This is an optimization exercise on Yosys and OpenROAD, whose aim is small area and a short achievable clock period, not a production implementation. Where RTL was checked, it was by simulation tests only, not by an equivalence proof against the original. Power is estimated from default activity; no workload was simulated.

build 83:
Design best_offset_prefetcher, start of the top module:
module best_offset_prefetcher #(
	parameter	WIDTH		= 64,
	parameter	TAG_WIDTH	= 12,
	parameter	UP_NUM_SET	= 8,
	parameter	UP_NUM_ASSO	= 0
) (
	input		logic					clk,
	input		logic					rst,
	input		logic	[WIDTH - 1:0]	up_address_i,
	input		logic					up_miss_i,
	input		logic					up_valid_i,
	input		logic					up_prefetched_i,
	input		logic					lo_ready_i,
	output		logic	[WIDTH - 1:0]	lo_prefetch_address_o,
	output		logic					lo_prefetch_valid_o
);
	localparam int NOFF = 46;
	function automatic logic [5:0] inc6(logic [5:0] a);
		inc6 = a ^ {&a[4:0], &a[3:0], &a[2:0], &a[1:0], a[0], 1'b1};
	endfunction
	function automatic logic [5:0] dec6(logic [5:0] a);
		dec6 = a ^ {~|a[4:0], ~|a[3:0], ~|a[2:0], ~|a[1:0], ~a[0], 1'b1};
	endfunction
	localparam logic [23*6-1:0] MAGS = {
		6'd1,  6'd2,  6'd3,  6'd4,  6'd5,  6'd6,  6'd7,  6'd8,
		6'd9,  6'd10, 6'd11, 6'd12, 6'd13, 6'd14, 6'd15, 6'd16,
		6'd18, 6'd20, 6'd24, 6'd30, 6'd32, 6'd36, 6'd40};
	function automatic logic [5:0] mag_of(logic [4:0] k);
		mag_of = (k < 5'd23) ? MAGS[6*k +: 6] : 6'd1;
	endfunction
	logic	[5:0]	cur_q;			 
	logic	[6:0]	round_q;		 
	logic			qd;				 
	logic			qr;				 
	logic			clr_d;			 
	logic	[4:0]	cmax_q;			 
	logic	[5:0]	best_q;			 
	logic	[4:0]	nm_p;			 
	logic	[5:0]	nbo_p;			 
	logic			pnd;			 
	logic	[5:0]	ra_lo;			 
	logic			ra_inc, ra_dec;	 
	logic	[5:0]	a_hi;			 
	logic			r0d;			 
	logic	[5:0]	po;				 
	logic	[7:0]	pt;				 
	logic			wr_en;			 
	logic	[5:0]	wr_lo;
	logic			wr_inc, wr_dec;
	logic			rst_d;
	logic	[12:0]	out_a;
	logic			out_v;
	logic	[4:0]	ring [NOFF];
	logic	[6*64-1:0]	mem;		 
	logic	[5:0]	mag, cur_off;
	logic			q;
	logic	[7:0]	pt_n;
	logic	[12:0]	out_a_n;
	logic			out_v_n;
	logic	[5:0]	ra_lo_n, wr_lo_n;
	logic			ra_inc_n, ra_dec_n, wr_inc_n, wr_dec_n;
	logic	[5:0]	cur;
	logic	[6:0]	round_c;
	assign cur		= clr_d ? 6'd0 : !qd ? cur_q : (cur_q == NOFF - 1) ? 6'd0 : cur_q + 6'd1;
	assign round_c	= clr_d ? 7'd0 : (qd && cur_q == NOFF - 1) ? round_q + 7'd1 : round_q;
	assign mag		= mag_of(cur[5:1]);
	assign cur_off	= cur[0] ? mag : -mag;
	bo_in u_in (
		.rst	(rst),
		.a		(up_address_i),
		.miss	(up_miss_i),
		.valid	(up_valid_i),
		.pref	(up_prefetched_i),
		.ready	(lo_ready_i),
		.pt		(pt),
		.out_a	(out_a),
		.out_v	(out_v),
		.po		(po),
  ...
For scale: roughly 1800 cells after synthesis, about 710 flip-flops, ~29000 um2 of cells after synthesis.
Settings: LEC_CHECK=0, CAP_MARGIN=20, CORE_MARGIN=2, CORE_UTILIZATION=65, CTS_BUF_LIST=sky130_fd_sc_hd__clkbuf_8, CTS_CLUSTER_DIAMETER=60, CTS_CLUSTER_SIZE=14, SLEW_MARGIN=20, SYNTH_HIERARCHICAL=1, SYNTH_MINIMUM_KEEP_SIZE=0; clock period 17.0 ns.
standard.sh (not shown) runs the stock make flow with config.mk's settings and CLKGATE_MAP_FILE= SYNTH_SCRIPT=/design/flow/synth_recipe.tcl, a recipe that flattens the netlist after the stock synthesis.
==> flow/flow/run.sh <==
#!/bin/bash
# Layout: the standard flow (standard.sh) with two changes to how it is
# made: Yosys leaves adders to ABC instead of mapping them to ha/fa cells
# first (ADDER_MAP_FILE empty), and the port buffers are buf_2 cells.
set -euo pipefail
bash standard.sh "ADDER_MAP_FILE=" "BUFFER_PORTS_ARGS=-buffer_cell sky130_fd_sc_hd__buf_2" "SETUP_SLACK_MARGIN=12.6" finish > standard_flow.log 2>&1
Build 83 reached the end of the flow, and the finished layout is clean on the timing, design-rule and antenna checks.
## Diff of input files: build 63 against build 83
- clearing CTS_BUF_LIST, which used to be sky130_fd_sc_hd__clkbuf_8
- swapping 14 for 24 in CTS_CLUSTER_SIZE
- swapping 60 for 80 in CTS_CLUSTER_DIAMETER
- swapping 65 for 50 in CORE_UTILIZATION
Results
- Build 63: flow completed, timing, DRC and antenna clean
- In terms of number of multi-input logic gates, build 83 and build 63 differ only marginally.
- The core of build 63 is less densely filled than that of build 83.
- For the routed metal-1 wire length, build 63 came in 1.5 mm higher than build 83 did.
- Build 63: relative contribution of the clock network to total power is 3.7 points higher than what build 83 reported.
- Going from build 83 to build 63, the wire length of the first global-routing pass was found to have gone up by 4.1%.
- Combinational power share sits lower in build 63 than in build 83.
- Against build 83, build 63 comes in 2.3% higher on reported net switching power.
- The longest individual stage delay on the worst path number comes out higher for build 63 vs build 83.
- Cmp build 63 vs build 83: sequential share of layout area lower in build 63
- Final area (build 63 vs. build 83) increases by a few percent
What build 42 does differently from build 63 at the input level:
- swapping 50 for 65 in CORE_UTILIZATION
==> flow/flow/run.sh <==
#!/bin/bash
# Layout: the standard flow (standard.sh) with these changes to how it is
# made:
#  - Yosys leaves adders to ABC instead of mapping them to ha/fa cells first
#    (ADDER_MAP_FILE empty);
#  - the port buffers that buffer_ports inserts are buf_2 cells;
#  - timing repair works towards a setup slack of 12.6 ns, not 0;
#  - clock tree synthesis clusters up to 28 sinks within 100 um per leaf
#    buffer and adds no dummy loads;
#  - the constant outputs share one tie cell (no tie fanout repair).
set -euo pipefail
bash standard.sh "ADDER_MAP_FILE=" \
	"BUFFER_PORTS_ARGS=-buffer_cell sky130_fd_sc_hd__buf_2" \
	"SETUP_SLACK_MARGIN=12.6" \
	"CTS_ARGS=-sink_clustering_enable -repair_clock_nets -sink_clustering_size 28 -sink_clustering_max_diameter 100 -dont_use_dummy_load" \
	"SKIP_REPAIR_TIE_FANOUT=1" \
	finish > standard_flow.log 2>&1
## What came out
- Build 42: area growth from synthesis to layout is 3.4 points lower than what build 63 reported.
- Delta (build 42 minus build 63): number of buffers created by CTS now sits lower, die extent in y went down by 12%, average wire per cell in the routed design rose 7.4%, final area lower.
- The run showing the greater number of multi-input combinational cells is build 63.
- Compared with build 63, build 42 shows power lower by 6.9%.
- In the metrics for build 42 and build 63, the one carrying the higher overall global routing resource usage is build 42.
diff inputs: build 42 => build 39
==> flow/flow/run.sh <==
#!/bin/bash
# Layout: the standard flow (standard.sh) with two changes to how it is
# made: Yosys leaves adders to ABC instead of mapping them to ha/fa cells
# first (ADDER_MAP_FILE empty), and the port buffers are buf_2 cells.
set -euo pipefail
bash standard.sh "ADDER_MAP_FILE=" "BUFFER_PORTS_ARGS=-buffer_cell sky130_fd_sc_hd__buf_2" "SETUP_SLACK_MARGIN=12.3" finish > standard_flow.log 2>&1
--- outcome ---
Compared to build 42, build 39 leaves less free space in the core.
Against build 42, wire length in build 39 fell slightly.
Going from build 42 to build 39, the total power was found to have gone up by about 4.7%.
Comparing build 42 and build 39, clock buffer count from CTS is higher on build 39.
Build 39 ends up with higher multi-input gate area in the final layout than build 42 does.
Going from build 42 to build 39, total number of vias lower; area of all placed cells without fillers higher; sequential cell count roughly the same.

* * *

Setup of run A:
The RTL this note starts from:
==> flow/design.v <==
module bank (
	input	logic			clk,
	input	logic			clr,
	input	logic			we,
	input	logic	[5:0]	waddr,
	input	logic	[5:0]	wdata,
	input	logic	[5:0]	raddr,
	output	logic	[5:0]	rdata
);
	logic	[6*64-1:0]	mem;
	logic	[5:0]		dbus;
	assign dbus = wdata & {6{~clr}};
	genvar i;
	generate
		for (i = 0; i < 64; i++) begin : g_entry
			always_ff @(posedge clk) begin
				if (clr || (we && waddr == i))
					mem[6*i +: 6] <= dbus;
			end
		end
	endgenerate
	assign rdata = mem[6*raddr +: 6];
endmodule
module best_offset_prefetcher #(
	parameter	WIDTH		= 64,
	parameter	TAG_WIDTH	= 12,
	parameter	UP_NUM_SET	= 8,
	parameter	UP_NUM_ASSO	= 0
) (
	input		logic					clk,
	input		logic					rst,
	input		logic	[WIDTH - 1:0]	up_address_i,
	input		logic					up_miss_i,
	input		logic					up_valid_i,
	input		logic					up_prefetched_i,
	input		logic					lo_ready_i,
	output		logic	[WIDTH - 1:0]	lo_prefetch_address_o,
	output		logic					lo_prefetch_valid_o
);
	localparam int NOFF = 46;
	localparam logic [23*6-1:0] MAGS = {
		6'd1,  6'd2,  6'd3,  6'd4,  6'd5,  6'd6,  6'd7,  6'd8,
		6'd9,  6'd10, 6'd11, 6'd12, 6'd13, 6'd14, 6'd15, 6'd16,
		6'd18, 6'd20, 6'd24, 6'd30, 6'd32, 6'd36, 6'd40};
	function automatic logic [5:0] mag_of(logic [4:0] k);
		mag_of = (k < 5'd23) ? MAGS[6*k +: 6] : 6'd1;
	endfunction
	function automatic logic [11:0] off12(logic [5:0] i);
		logic [11:0] m;
		m = {6'd0, mag_of(i[5:1])};
		off12 = i[0] ? m : -m;
	endfunction
	function automatic logic [6:0] add6(logic [5:0] a, logic [5:0] b, logic ci);
		logic [5:0] g, p, gg, pp;
		logic [6:0] c;
		g = a & b;
		p = a ^ b;
		gg[0] = g[0] | (p[0] & ci);
		pp[0] = 1'b0;
		for (int k = 1; k < 6; k++) begin
			gg[k] = g[k];
			pp[k] = p[k];
		end
		gg[1] = gg[1] | (pp[1] & gg[0]);
		gg[3] = gg[3] | (pp[3] & gg[2]);  pp[3] = pp[3] & pp[2];
		gg[5] = gg[5] | (pp[5] & gg[4]);  pp[5] = pp[5] & pp[4];
		gg[2] = gg[2] | (pp[2] & gg[1]);
		gg[3] = gg[3] | (pp[3] & gg[1]);
		gg[4] = gg[4] | (pp[4] & gg[3]);
		gg[5] = gg[5] | (pp[5] & gg[3]);
		c[0] = ci;
		for (int k = 0; k < 6; k++)
			c[k + 1] = gg[k];
		add6 = {c[6], p ^ c[5:0]};
	endfunction
	function automatic logic [5:0] inc6(logic [5:0] a);
		inc6 = a ^ {&a[4:0], &a[3:0], &a[2:0], &a[1:0], a[0], 1'b1};
	endfunction
	function automatic logic [5:0] dec6(logic [5:0] a);
		dec6 = a ^ {~|a[4:0], ~|a[3:0], ~|a[2:0], ~|a[1:0], ~a[0], 1'b1};
	endfunction
	logic	[5:0]	cur;			 
	logic	[6:0]	round_q;		 
	logic			qd;				 
	logic			qr;				 
	logic			clr_d;			 
	logic	[4:0]	cmax_q;			 
	logic	[5:0]	best_q;			 
	logic	[4:0]	nm_p;			 
	logic	[5:0]	nbo_p;			 
	logic			pnd;			 
	logic	[5:0]	ra_lo;			 
	logic			ra_inc, ra_dec;	 
	logic	[5:0]	a_hi;			 
	logic			r0d;			 
	logic	[5:0]	po;				 
	logic	[7:0]	pt;				 
	logic			wr_en;			 
	logic	[5:0]	wr_lo;
	logic			wr_inc, wr_dec;
	logic			rst_d;
	logic	[12:0]	out_a;
	logic			out_v;
	logic	[4:0]	ring [NOFF];
	logic	[5:0]	a_hi_inc, a_hi_dec;
	assign a_hi_inc = inc6(a_hi);
	assign a_hi_dec = dec6(a_hi);
	logic	[5:0]	rd_tag, ra_hi, wr_hi;
	assign ra_hi = ra_inc ? a_hi_inc : ra_dec ? a_hi_dec : a_hi;
	assign wr_hi = wr_inc ? a_hi_inc : wr_dec ? a_hi_dec : a_hi;
	bank rr_table (
		.clk	(clk),
		.clr	(rst_d),
		.we		(wr_en),
		.waddr	(wr_lo),
		.wdata	(wr_hi),
		.raddr	(ra_lo),
		.rdata	(rd_tag)
	);
	logic hitp;
	assign hitp = pnd & (ra_hi == 6'd0 || rd_tag == ra_hi);
	logic			last, end_c;
	logic	[11:0]	cur_off;
	logic	[4:0]	s0;
	logic	[5:0]	s1;
	logic	[4:0]	c0;
	logic			ge0, ge1;
	logic	[4:0]	nm0, nm1, nm;
	logic	[5:0]	nbo0, nbo1, nbo;
	logic			eol0, eol1, eol;
	logic	[5:0]	newpo0, newpo1, newpo;
	logic	[4:0]	tl, tl1;
	assign last		= cur == NOFF - 1;
	assign end_c	= round_q == 7'd99;
	assign cur_off	= off12(cur);
	assign s0		= (round_q == 7'd0) ? 5'd0 : (qd ? ring[1] : ring[0]);
	assign s1		= {1'b0, s0} + 6'd1;
	assign c0		= clr_d ? 5'd0 : cmax_q;
	assign ge0		= s1 >= {1'b0, c0};
	assign nm0		= ge0 ? s1[4:0] : c0;
	assign nbo0		= ge0 ? cur_off[5:0] : best_q;
	assign eol0		= last && (nm0 == 5'd31 || end_c);
	assign newpo0	= (nm0 <= 5'd1) ? 6'd0 : nbo0;
	assign ge1		= s1 >= {1'b0, nm_p};
	assign nm1		= ge1 ? s1[4:0] : nm_p;
	assign nbo1		= ge1 ? cur_off[5:0] : nbo_p;
	assign eol1		= last && (nm1 == 5'd31 || end_c);
	assign newpo1	= (nm1 <= 5'd1) ? 6'd0 : nbo1;
	assign nm		= hitp ? nm1 : nm0;
	assign nbo		= hitp ? nbo1 : nbo0;
	assign eol		= hitp ? eol1 : eol0;
	assign newpo	= hitp ? newpo1 : newpo0;
	assign tl		= r0d ? 5'd0 : ring[0];
	assign tl1		= tl + 5'd1;
	logic	hit, q;
	assign hit	= ~up_miss_i & up_valid_i;
	assign q	= ~hit | pt[up_address_i[62:60]];
	logic	[6:0]	rs, ws, os;
	logic	[5:0]	oh, oh1;
	assign rs	= add6(up_address_i[5:0], ~cur_off[5:0], 1'b1);
	assign ws	= add6(up_address_i[5:0], ~po, 1'b1);
	assign os	= add6(up_address_i[57:52], po, 1'b0);
	assign oh	= up_address_i[63:58];
	assign oh1	= inc6(oh);
	always_ff @(posedge clk) begin
		cmax_q	<= hitp ? nm_p : c0;
		best_q	<= hitp ? nbo_p : best_q;
		nm_p	<= nm;
		nbo_p	<= nbo;
		r0d		<= round_q == 7'd0;
		rst_d	<= rst;
		qr		<= q;
		ra_lo	<= rs[5:0];
		ra_inc	<= cur_off[11] & rs[6];
		ra_dec	<= ~cur_off[11] & ~rs[6];
		wr_lo	<= ws[5:0];
		wr_inc	<= po[5] & ws[6];
		wr_dec	<= ~po[5] & ~ws[6];
		a_hi	<= up_address_i[11:6];
		if (rst) begin
			cur		<= '0;
			round_q	<= '0;
			qd		<= 1'b0;
			clr_d	<= 1'b1;
			pnd		<= 1'b0;
			po		<= '0;
			pt		<= '0;
			wr_en	<= 1'b0;
			out_a	<= '0;
			out_v	<= 1'b0;
		end else begin
			if (q) begin
				cur		<= last ? 6'd0 : cur + 6'd1;
				round_q	<= eol ? 7'd0 : last ? round_q + 7'd1 : round_q;
				if (eol)
					po	<= newpo;
			end
			qd		<= q;
			clr_d	<= q & eol;
			pnd		<= q & up_valid_i & ~eol;
			if (hit)
				pt[up_address_i[62:60]] <= up_prefetched_i;
			wr_en	<= up_prefetched_i | po == 6'd0;
			if (q && po != 6'd0 && lo_ready_i) begin
				out_a	<= {os[6] & (&oh), os[6] ? oh1 : oh, os[5:0]};
				out_v	<= 1'b1;
			end
		end
	end
	genvar i;
	generate
		for (i = 0; i < NOFF; i++) begin : g_ring
			always_ff @(posedge clk) begin
				if (qr)
					ring[i] <= (i == NOFF - 1) ? (hitp ? tl1 : tl) : ring[(i + 1) % NOFF];
			end
		end
	endgenerate
	assign lo_prefetch_address_o	= {{(WIDTH - 13){1'b0}}, out_a};
	assign lo_prefetch_valid_o		= out_v;
endmodule
clock: 17.0 ns
lec_check: 0
cap_margin: 20
core_margin: 2
core_utilization: 40
cts_cluster_diameter: 100
cts_cluster_size: 30
slew_margin: 20
==> flow/flow/run.sh <==
#!/bin/bash
# Layout: the standard flow (standard.sh) with two changes to how it is
# made: Yosys leaves adders to ABC instead of mapping them to ha/fa cells
# first (ADDER_MAP_FILE empty), and the port buffers are buf_2 cells.
set -euo pipefail
bash standard.sh "ADDER_MAP_FILE=" "BUFFER_PORTS_ARGS=-buffer_cell sky130_fd_sc_hd__buf_2" finish > standard_flow.log 2>&1
Here is what was changed in the inputs of run B compared with run A.
diff --git a/flow/flow/run.sh b/flow/flow/run.sh
--- a/flow/flow/run.sh
+++ b/flow/flow/run.sh
@@ -6 +6 @@
-bash standard.sh "ADDER_MAP_FILE=" "BUFFER_PORTS_ARGS=-buffer_cell sky130_fd_sc_hd__buf_2" finish > standard_flow.log 2>&1
+bash standard.sh "ADDER_MAP_FILE=" "BUFFER_PORTS_ARGS=-buffer_cell sky130_fd_sc_hd__buf_2" "SETUP_SLACK_MARGIN=12.6" finish > standard_flow.log 2>&1
### Flow results
Compared with run A, run B ends up with a larger final cell area. The global-route wire length before repair of run B exceeds that of run A by 2300 um. Run B vs run A, slowest cell on the critical path: sky130_fd_sc_hd__maj3_2 vs sky130_fd_sc_hd__dfxtp_4. From run A to run B, number of placement rows did not move at all. Taking run A as the reference point, the clock power share of run B falls by 0.8 points. Utilization in run B is 1.2 points higher than in run A.
The inputs of run C differ from those of run B as listed below.
Settings: CAP_MARGIN: 20 -> 50; SLEW_MARGIN: 20 -> 70.
diff --git a/flow/flow/run.sh b/flow/flow/run.sh
--- a/flow/flow/run.sh
+++ b/flow/flow/run.sh
@@ -6 +6 @@
-bash standard.sh "ADDER_MAP_FILE=" "BUFFER_PORTS_ARGS=-buffer_cell sky130_fd_sc_hd__buf_2" "SETUP_SLACK_MARGIN=12.6" finish > standard_flow.log 2>&1
+bash standard.sh "ADDER_MAP_FILE=" "BUFFER_PORTS_ARGS=-buffer_cell sky130_fd_sc_hd__buf_2" finish > standard_flow.log 2>&1
==> comparison <==
Comparing signed area change from the synthesized netlist to the final layout for run B and run C, the smaller number came from run B. Summary of the comparison: non-clock buffer instance count of the final layout is lower in run C, relative to run B. Global-route usage on run C is down relative to run B. Run B -> run C: clock edge transition at the registers on the reported setup and hold paths flat.
No functional check of the RTL was part of any run of this note.

## afterwards: timing with drivers on the ports
How much do the figures lean on ideal ports? The routed layouts below were timed once more, with nothing changed but the port constraints. Step 1, drivers: a clkbuf_16 drives clk and a buf_2 each remaining input, both assumed. Step 2 adds t to the input delays and takes it off the output delays; t is the mean of the earliest and latest rising clock arrival at the registers after step 1. Input paths then give back, and output paths get back, about the clock's delay inside the block. Three values: no drivers, after step 1, after step 2; two values: the first two.
| run | t, ns | setup slack, ns | slew at the worst register clock pin (ns) |
|---|---|---|---|
| build 83 | 0.738 | 12.476 / 12.421 / 11.905 | 0.10 / 0.10 |
| build 63 | 0.649 | 12.559 / 12.494 / 12.008 | 0.09 / 0.09 |
| build 42 | 0.654 | 12.540 / 12.486 / 12.040 | 0.11 / 0.11 |
| build 39 | 0.631 | 12.407 / 12.439 / 11.808 | 0.10 / 0.10 |
| run A | 0.660 | 11.198 / 11.198 / 11.058 | 0.12 / 0.12 |
| run B | 0.671 | 12.104 / 12.124 / 11.453 | 0.12 / 0.12 |
| run C | 0.669 | 11.734 / 11.771 / 11.103 | 0.12 / 0.12 |
After both steps setup and hold are still met in every run listed. The setup slack of run B, which loses most, moves by +0.020 ns with the drivers and by -0.651 ns with both steps.
